This design comes from an exercise in tuning for small area and a short achievable clock period on the open sky130 flow, not from production work.
The RTL was checked by simulation tests, not by an equivalence proof against the original design.
Power and IR drop assume default switching activity.

Setup of before:
==> flow/design.v (excerpt) <==
module multi_push_multi_pop_fifo
    #(
        parameter DATA_WIDTH = 13,
        parameter FIFO_DEPTH = 19,
        parameter N          = 3,
        parameter NW         = $clog2 (N + 1),
        parameter DW         = DATA_WIDTH
    )
    (
        input  wire                  clk_i,
        input  wire                  rst_i,
        input  wire [NW-1:0]         push_i,
        input  wire [N*DW-1:0]       push_data_i,
        input  wire [NW-1:0]         pop_i,
        output wire [N*DW-1:0]       pop_data_o,
        output wire [NW-1:0]         can_push_o,
        output wire [NW-1:0]         can_pop_o
    );
For scale: roughly 320 flip-flops, ~88 I/O pins, roughly 0.014 sq mm of cells after synthesis.
Settings: LEC_CHECK=0, CAP_MARGIN=20, CORE_MARGIN=2, CORE_UTILIZATION=40, CTS_BUF_LIST=sky130_fd_sc_hd__clkbuf_4 sky130_fd_sc_hd__clkbuf_8, CTS_CLUSTER_DIAMETER=80, CTS_CLUSTER_SIZE=15, PLACE_DENSITY=0.6, SETUP_SLACK_MARGIN=3.5, SLEW_MARGIN=20; clock period 6.0 ns.
standard.sh (not shown) runs the stock make flow with config.mk's settings and CLKGATE_MAP_FILE= SYNTH_SCRIPT=/design/flow/synth_recipe.tcl, a recipe that flattens the netlist after the stock synthesis.
==> flow/flow/run.sh <==
#!/bin/bash
# Standard ORFS layout (the standard.sh), except that the ports are
# buffered with buf_2 instead of the default pick (clkdlybuf4s50_1).
# Each step's output goes to its own log in the work folder.
set -euo pipefail
W=$PWD
bash standard.sh synth > "$W/synth.log" 2>&1
bash standard.sh "BUFFER_PORTS_ARGS=-buffer_cell sky130_fd_sc_hd__buf_2" finish > "$W/layout.log" 2>&1
before closes out successfully: all stages finished, all timing, DRC and antenna checks passed.
### before -> after
==> flow/flow/run.sh <==
#!/bin/bash
# Standard ORFS layout (the standard.sh), except that the ports are
# buffered with buf_1 instead of the default pick (clkdlybuf4s50_1).
# Each step's output goes to its own log in the work folder.
set -euo pipefail
W=$PWD
bash standard.sh synth > "$W/synth.log" 2>&1
bash standard.sh "BUFFER_PORTS_ARGS=-buffer_cell sky130_fd_sc_hd__buf_1" finish > "$W/layout.log" 2>&1
Notes after the runs:
Of the two candidates, before has the better total power and after the worse one. Total power divided by cell area ended up 1.8% higher on after than on before. The multi-input logic portion of the cell area of after exceeds that of before by 0.24 points. Comparing after against before, there is no change at all in die area. The run showing the greater worst-margin pin slew is after. On combinational power, before and after are basically level. Diff before -> after | placed instance area | down slightly. Measured against each other, before and after differ in part of the total power dissipated in combinational logic, the lower figure coming from after. On insertion delay of the later-clocked pin in the worst-skew pair: between before and after, it ends up lower for before. after vs. before: core utilization of the finished layout fell 0.57 points, detailed-route wire length per cell fell by 0.45%.

========
== run A ==
Another version of the RTL of multi_push_multi_pop_fifo (not shown whole).
For scale: roughly 340 flip-flops, ~88 I/O pins, roughly 14000 um2 of cells after synthesis.
export LEC_CHECK = 0
export CAP_MARGIN = 20
export CORE_MARGIN = 2
export CORE_UTILIZATION = 40
export CTS_BUF_LIST = sky130_fd_sc_hd__clkbuf_4 sky130_fd_sc_hd__clkbuf_8
export PLACE_DENSITY = 0.6
export SETUP_SLACK_MARGIN = 3.5
export SLEW_MARGIN = 20
create_clock -name core_clock -period 6.0 [get_ports {clk_i}]
==> flow/flow/run.sh <==
#!/bin/bash
# Standard ORFS layout (the standard.sh), except that the ports are
# buffered with buf_2 instead of the default pick (clkdlybuf4s50_1).
# Each step's output goes to its own log in the work folder.
set -euo pipefail
W=$PWD
bash standard.sh synth > "$W/synth.log" 2>&1
bash standard.sh "BUFFER_PORTS_ARGS=-buffer_cell sky130_fd_sc_hd__buf_2" finish > "$W/layout.log" 2>&1
For run B, these inputs were changed with respect to run A:
- CTS_BUF_LIST: sky130_fd_sc_hd__clkbuf_4 sky130_fd_sc_hd__clkbuf_8 -> unset
==> flow/flow/run.sh <==
#!/bin/bash
# Standard ORFS layout, except that ABC maps the logic with flow/abc_speed.script
# (area-leaner than ORFS's speed script; the registers are mapped as in the
# standard synthesis, before ABC runs). Each step's output goes to its own log.
# Ports are buffered with buf_4 instead of the default pick (clkdlybuf4s50_1).
set -euo pipefail
W=$PWD
rm -rf "$W/scripts_mod"
cp -r "$FLOW_HOME/scripts" "$W/scripts_mod"
cp "$W/flow/abc_speed.script" "$W/scripts_mod/abc_speed.script"
bash standard.sh SCRIPTS_DIR="$W/scripts_mod" synth > "$W/synth.log" 2>&1
bash standard.sh SCRIPTS_DIR="$W/scripts_mod" "BUFFER_PORTS_ARGS=-buffer_cell sky130_fd_sc_hd__buf_4" finish > "$W/layout.log" 2>&1
==> flow/flow/abc_speed.script (new file) <==
strash
&get -n
&st
&dch
&nf -R 1000
&put
buffer -c
upsize -c
dnsize -c
Notes after the runs:
[run B] design area rose about 4% relative to run A. Per the comparison of run B with run A, slack of the critical path moved down; final wirelength saw an increase; total power of the final layout has decreased. Number of placed instances with taps included: run B lower than run A.
Inputs modified between run B and run C:
==> flow/run.sh (new file) <==
#!/bin/bash
# synth_recipe.tcl (not shown) runs the flow's synth.tcl, then flattens the netlist and writes it again
# the make line also repeats each setting of config.mk as NAME=value (left out here)
make -C /OpenROAD-flow-scripts/flow DESIGN_CONFIG=/design/flow/config.mk WORK_HOME=/design/flow/orfs CLKGATE_MAP_FILE= SYNTH_SCRIPT=/design/flow/synth_recipe.tcl finish
removed: flow/flow/run.sh
removed: flow/flow/abc_speed.script
removed: flow/standard.sh
Notes after the runs:
- In summary, run C completed successfully, with a layout that passed the timing, design-rule and antenna checks.
- Of run C and run B, the higher final area belongs to run B.
- Compared to run B, the routing of run C uses less wire.
- Post-synthesis to final-layout area growth, run C and run B: lower on run C
- Changes observed in run C relative to run B: power climbed 0.00010 W; clock skew barely changed; first-iteration DRC count dropped about 5%; layout net count dropped about 1.5%.
- Compared with run B, run C shows leakage power that has gone down slightly.
- Of run C and run B, the lower actual transition at the worst max-transition pin belongs to run B.

========
The RTL this note starts from:
==> flow/design.v <==
module multi_push_multi_pop_fifo
    #(
        parameter DATA_WIDTH = 13,
        parameter FIFO_DEPTH = 19,
        parameter N          = 3,
        parameter NW         = $clog2 (N + 1),
        parameter DW         = DATA_WIDTH
    )
    (
        input  wire                  clk_i,
        input  wire                  rst_i,
        input  wire [NW-1:0]         push_i,
        input  wire [N*DW-1:0]       push_data_i,
        input  wire [NW-1:0]         pop_i,
        output wire [N*DW-1:0]       pop_data_o,
        output wire [NW-1:0]         can_push_o,
        output wire [NW-1:0]         can_pop_o
    );
    localparam R  = (FIFO_DEPTH - 1 + N - 1) / N;   
    logic [FIFO_DEPTH-1:0] cgt_l;             
    logic [NW-1:0] can_push_l;
    logic [NW-1:0] can_pop_l;
    logic [DW-1:0] head_l   [N];
    logic [N-1:0]  wr_ph_l;                   
    logic [N-1:0]  rd_ph_l;                   
    localparam JW = R / 2;                    
    logic [JW-1:0] wr_row_l [N];
    logic [JW-1:0] rd_row_l [N];
    function automatic logic [R-1:0] row_oh(input logic [JW-1:0] q);
        row_oh[0] = ~q[JW-1] & ~q[0];
        for (int k = 1; k < JW; k++)
            row_oh[k] = q[k-1] & ~q[k];
        row_oh[JW] = q[JW-1] & q[0];
        for (int k = JW + 1; k < R; k++)
            row_oh[k] = ~q[k-JW-1] & q[k-JW];
    endfunction
    logic [DW-1:0] mem_l    [N][R];
    wire  [DW-1:0] pd_w [N];
    for (genvar k = 0; k < N; k++) begin: pd
        assign pd_w[k] = push_data_i[k*DW +: DW];
    end
    logic [2*N:0]  ceq_w;                     
    logic [2*N:0]  cgt_w;                     
    logic [N:0]    cpush_ge_w;                
    logic [N:0]    cpop_ge_w;                 
    wire  [FIFO_DEPTH+3*N-1:0] cgt_u_w = {{(2*N){1'b0}}, cgt_l, {N{1'b1}}};
    always_comb begin
        for (int v = 0; v <= 2*N; v++)
            cgt_w[v] = cgt_l[v];
        ceq_w[0] = ~cgt_w[0];
        for (int v = 1; v <= 2*N; v++)
            ceq_w[v] = cgt_w[v-1] & ~cgt_w[v];
        for (int n = 0; n <= N; n++) begin
            cpush_ge_w[n] = (can_push_l >= n);
            cpop_ge_w[n]  = (can_pop_l  >= n);
        end
    end
    logic [N:0]    np_oh_w, nq_oh_w;          
    logic [N+1:0]  np_ge_w, nq_ge_w;          
    always_comb begin
        for (int n = 1; n <= N; n++) begin
            np_oh_w[n] = (push_i == n) & cpush_ge_w[n];
            nq_oh_w[n] = (pop_i  == n) & cpop_ge_w[n];
        end
        np_oh_w[0] = ~|np_oh_w[N:1];
        nq_oh_w[0] = ~|nq_oh_w[N:1];
        np_ge_w[N+1] = 1'b0;
        nq_ge_w[N+1] = 1'b0;
        for (int n = N; n >= 0; n--) begin
            np_ge_w[n] = np_ge_w[n+1] | np_oh_w[n];
            nq_ge_w[n] = nq_ge_w[n+1] | nq_oh_w[n];
        end
    end
    logic [2*N:0]  d_oh_w;
    always_comb begin
        d_oh_w = {(2*N+1){1'b0}};
        for (int n = 0; n <= N; n++)
            for (int i = 0; i <= N; i++)
                d_oh_w[n - i + N] = d_oh_w[n - i + N] | (np_oh_w[n] & nq_oh_w[i]);
    end
    logic [FIFO_DEPTH-1:0] cgt_next_w;
    logic [N:0]    cpush_ge_next_w, cpop_ge_next_w;
    logic [NW-1:0] can_push_next_w, can_pop_next_w;
    always_comb begin
        for (int v = 0; v < FIFO_DEPTH; v++) begin
            cgt_next_w[v] = 1'b0;
            for (int d = 0; d <= 2*N; d++)
                cgt_next_w[v] = cgt_next_w[v] | (d_oh_w[d] & cgt_u_w[v + 2*N - d]);
        end
        for (int n = 1; n <= N; n++) begin
            cpush_ge_next_w[n] = 1'b0;
            cpop_ge_next_w[n]  = 1'b0;
            for (int d = 0; d <= 2*N; d++) begin
                cpush_ge_next_w[n] = cpush_ge_next_w[n] | (d_oh_w[d] & ~cgt_u_w[FIFO_DEPTH - n + 2*N - d]);
                cpop_ge_next_w[n]  = cpop_ge_next_w[n]  | (d_oh_w[d] &  cgt_u_w[n - 1 + 2*N - d]);
            end
        end
        can_push_next_w = cpush_ge_next_w[3] ? 2'd3 : cpush_ge_next_w[2] ? 2'd2 : cpush_ge_next_w[1] ? 2'd1 : 2'd0;
        can_pop_next_w  = cpop_ge_next_w[3]  ? 2'd3 : cpop_ge_next_w[2]  ? 2'd2 : cpop_ge_next_w[1]  ? 2'd1 : 2'd0;
    end
    logic [DW-1:0] bank_rd_w [N];
    logic [N-1:0]  bank_we_w;
    logic [N-1:0]  bank_re_w;
    logic [DW-1:0] bank_wd_w [N];
    logic [N-1:0]  wr_ph_next_w;
    logic [N-1:0]  rd_ph_next_w;
    always_comb begin
        for (int b = 0; b < N; b++) begin
            bank_we_w[b] = 1'b0;
            bank_re_w[b] = 1'b0;
            bank_wd_w[b] = {DW{1'b0}};
            wr_ph_next_w[b] = 1'b0;
            rd_ph_next_w[b] = 1'b0;
            for (int j = 0; j < N; j++) begin
                if (wr_ph_l[(b - j + N) % N]) begin
                    bank_we_w[b] = bank_we_w[b] | np_ge_w[j + 1];
                    bank_wd_w[b] = bank_wd_w[b] | pd_w[j];
                end
                if (rd_ph_l[(b - j + N) % N])
                    bank_re_w[b] = bank_re_w[b] | nq_ge_w[j + 1];
            end
            for (int m = 0; m <= N; m++) begin
                wr_ph_next_w[b] = wr_ph_next_w[b] | (np_oh_w[m] & wr_ph_l[(b - m % N + N) % N]);
                rd_ph_next_w[b] = rd_ph_next_w[b] | (nq_oh_w[m] & rd_ph_l[(b - m % N + N) % N]);
            end
        end
    end
    logic [DW-1:0] head_next_w [N];
    for (genvar p = 0; p < N; p++) begin: hd
        logic [N-1:0] sel_head;               
        logic [N-1:0] sel_bank;               
        logic [N-1:0] sel_new;                
        always_comb begin
            sel_head = {N{1'b0}};
            sel_bank = {N{1'b0}};
            sel_new  = {N{1'b0}};
            for (int i = 0; i <= N; i++) begin
                if (p + i < N)
                    sel_head[p + i] = nq_oh_w[i] & cgt_w[p + i];
                else
                    for (int b = 0; b < N; b++)
                        sel_bank[b] = sel_bank[b] | (nq_oh_w[i] & cgt_w[p + i] & rd_ph_l[(b - (p + i - N) + N) % N]);
                for (int k = 0; k < N; k++)
                    if (k <= p)               
                        sel_new[k] = sel_new[k] | (nq_oh_w[i] & ceq_w[p + i - k]);
            end
            head_next_w[p] = {DW{1'b0}};
            for (int e = 0; e < N; e++)
                head_next_w[p] = head_next_w[p] | ({DW{sel_head[e]}} & head_l[e]);
            for (int b = 0; b < N; b++)
                head_next_w[p] = head_next_w[p] | ({DW{sel_bank[b]}} & bank_rd_w[b]);
            for (int k = 0; k < N; k++)
                head_next_w[p] = head_next_w[p] | ({DW{sel_new[k]}} & pd_w[k]);
        end
    end
    always_ff @(posedge clk_i)
        if (rst_i) begin
            cgt_l      <= {FIFO_DEPTH{1'b0}};
            can_push_l <= N;
            can_pop_l  <= {NW{1'b0}};
            wr_ph_l    <= 1;
            rd_ph_l    <= 1;                  
        end else begin
            cgt_l      <= cgt_next_w;
            can_push_l <= can_push_next_w;
            can_pop_l  <= can_pop_next_w;
            wr_ph_l    <= wr_ph_next_w;
            rd_ph_l    <= rd_ph_next_w;
        end
    always_ff @(posedge clk_i)
        for (int p = 0; p < N; p++)
            head_l[p] <= head_next_w[p];
    generate
        for (genvar b = 0; b < N; b++) begin: bank
            always_ff @(posedge clk_i)
                if (rst_i) begin
                    wr_row_l[b] <= {JW{1'b0}};
                    rd_row_l[b] <= 1;         
                end else begin
                    if (bank_we_w[b]) wr_row_l[b] <= {wr_row_l[b][JW-2:0], ~wr_row_l[b][JW-1]};
                    if (bank_re_w[b]) rd_row_l[b] <= {rd_row_l[b][JW-2:0], ~rd_row_l[b][JW-1]};
                end
            wire [R-1:0] wr_oh = row_oh(wr_row_l[b]);
            wire [R-1:0] rd_oh = row_oh(rd_row_l[b]);
            for (genvar r = 0; r < R; r++) begin: row
                always_ff @(posedge clk_i)
                    if (bank_we_w[b] && wr_oh[r])
                        mem_l[b][r] <= bank_wd_w[b];
            end
            always_comb begin
                bank_rd_w[b] = {DW{1'b0}};
                for (int r = 0; r < R; r++)
                    bank_rd_w[b] = bank_rd_w[b] | ({DW{rd_oh[r]}} & mem_l[b][r]);
            end
        end
        for (genvar p = 0; p < N; p++) begin: port
            assign pop_data_o[p*DW +: DW] = head_l[p];
        end
    endgenerate
    assign can_push_o = can_push_l;
    assign can_pop_o  = can_pop_l;
endmodule
export LEC_CHECK = 0
export CAP_MARGIN = 20
export CORE_MARGIN = 2
export CORE_UTILIZATION = 40
export CTS_BUF_LIST = sky130_fd_sc_hd__clkbuf_4 sky130_fd_sc_hd__clkbuf_8
export CTS_CLUSTER_DIAMETER = 80
export CTS_CLUSTER_SIZE = 15
export PLACE_DENSITY = 0.6
export SETUP_SLACK_MARGIN = 3.6
export SLEW_MARGIN = 20
create_clock -name core_clock -period 6.0 [get_ports {clk_i}]
==> flow/flow/run.sh <==
#!/bin/bash
# Standard ORFS layout (the standard.sh), except that the ports are
# buffered with buf_1 instead of the default pick (clkdlybuf4s50_1).
# Each step's output goes to its own log in the work folder.
set -euo pipefail
W=$PWD
bash standard.sh synth > "$W/synth.log" 2>&1
bash standard.sh "BUFFER_PORTS_ARGS=-buffer_cell sky130_fd_sc_hd__buf_1" finish > "$W/layout.log" 2>&1
Rerun with:
--- a/flow/config.mk
+++ b/flow/config.mk
@@ -14,3 +14,3 @@
 export PLACE_DENSITY = 0.6
-export SETUP_SLACK_MARGIN = 3.6
+export SETUP_SLACK_MARGIN = 3.4
 export SLEW_MARGIN = 20
After rerunning: The new run completed without violations. Final area shrinks by 5.1%. Clock skew grows by 17 ps. First-iteration DRC count drops by 1.3%.

========
Starts from the design.v that is shown in full above.
clock: 6.0 ns
lec_check: 0
cap_margin: 20
core_margin: 2
core_utilization: 40
cts_buf_list: sky130_fd_sc_hd__clkbuf_8 sky130_fd_sc_hd__clkbuf_16
cts_cluster_diameter: 120
cts_cluster_size: 30
place_density: 0.6
setup_slack_margin: 3.5
slew_margin: 20
Scripts as last shown in full above: flow/flow/run.sh
The first run finished clean.
Next try:
==> flow/flow/run.sh (replaced) <==
#!/bin/bash
# Standard ORFS layout (the standard.sh), except that the ports are
# buffered with buf_2 instead of the default pick (clkdlybuf4s50_1).
# Each step's output goes to its own log in the work folder.
set -euo pipefail
W=$PWD
bash standard.sh synth > "$W/synth.log" 2>&1
bash standard.sh "BUFFER_PORTS_ARGS=-buffer_cell sky130_fd_sc_hd__buf_2" finish > "$W/layout.log" 2>&1
Effect: Total power climbs by a few percent; design area climbs by a few percent; global-route usage climbs by 0.22 points; combinational power climbs by roughly a tenth; synthesized area is unchanged; worst setup slack gains 0.011 ns; maximum frequency climbs slightly; clock skew stays flat.
Next try:
==> flow/flow/run.sh (replaced) <==
#!/bin/bash
# Standard ORFS layout (the standard.sh), except that the ports are
# buffered with buf_1 instead of the default pick (clkdlybuf4s50_1).
# Each step's output goes to its own log in the work folder.
set -euo pipefail
W=$PWD
bash standard.sh synth > "$W/synth.log" 2>&1
bash standard.sh "BUFFER_PORTS_ARGS=-buffer_cell sky130_fd_sc_hd__buf_1" finish > "$W/layout.log" 2>&1
- CTS_BUF_LIST: sky130_fd_sc_hd__clkbuf_8 sky130_fd_sc_hd__clkbuf_16 -> sky130_fd_sc_hd__clkbuf_4 sky130_fd_sc_hd__clkbuf_8
- CTS_CLUSTER_DIAMETER: 120 -> 80
- CTS_CLUSTER_SIZE: 30 -> 15
- PLACE_DENSITY: 0.6 -> 0.7
Final cell count goes down by 1.6%.
Worst hold slack gets worse by 0.0095 ns.
Wire length came out lower by 5.7%.
Non-clock buffer count fell by 48.
Clock skew went up by 0.011 ns.
Count of clock-buffer cells in the layout went up by 28.
Area after synthesis does not change.
Critical path depth is lower by 6.
Cell area decreases by 3.6%.

## re-timing with driven ports
The results above use ideal ports. As a check the final layouts listed here were re-extracted and re-timed, cells and wires unchanged.
Step 1 assumes that a clkbuf_16 drives the clock port and a buf_2 every other input.
Step 2 adds t to the input delays and takes it off the output delays; t is the mean of the earliest and latest rising clock arrival at the registers after step 1. Input paths then give back, and output paths get back, about the clock's delay inside the block.
Slacks: ideal ports / drivers / drivers and shift; pairs: ideal ports / drivers.
run | shift t [ns] | slack for setup (ns) | clock arrival spread, ns | slew at the worst register clock pin (ns) | cell pins on the clock port's net
before | 0.633 | 3.532 / 3.504 / 2.901 | 0.028 / 0.029 | 0.11 / 0.11 | 1
after | 0.649 | 3.515 / 3.466 / 2.899 | 0.050 / 0.050 | 0.11 / 0.11 | 1
run A | 0.643 | 3.504 / 3.487 / 2.873 | 0.015 / 0.015 | 0.07 / 0.07 | 1
run B | 0.562 | 3.434 / 3.423 / 2.861 | 0.025 / 0.025 | 0.06 / 0.06 | 1
run C | 0.567 | 3.431 / 3.436 / 2.869 | 0.021 / 0.022 | 0.07 / 0.07 | 1
the first run of note 3 | 0.621 | 3.572 / 3.564 / 2.968 | 0.020 / 0.020 | 0.11 / 0.11 | 1
the second run of note 3 | 0.663 | 3.449 / 3.429 / 2.812 | 0.039 / 0.038 | 0.12 / 0.12 | 1
the first run of note 4 | 0.565 | 3.512 / 3.491 / 2.926 | 0.020 / 0.020 | 0.12 / 0.12 | 1
the second run of note 4 | 0.561 | 3.522 / 3.528 / 2.976 | 0.022 / 0.021 | 0.12 / 0.12 | 1
the third run of note 4 | 0.637 | 3.513 / 3.469 / 2.922 | 0.031 / 0.030 | 0.11 / 0.11 | 1
After both steps setup and hold are still met in every run listed. The setup slack of the second run of note 3, which loses most, moves by -0.020 ns with the drivers and by -0.637 ns with both steps.
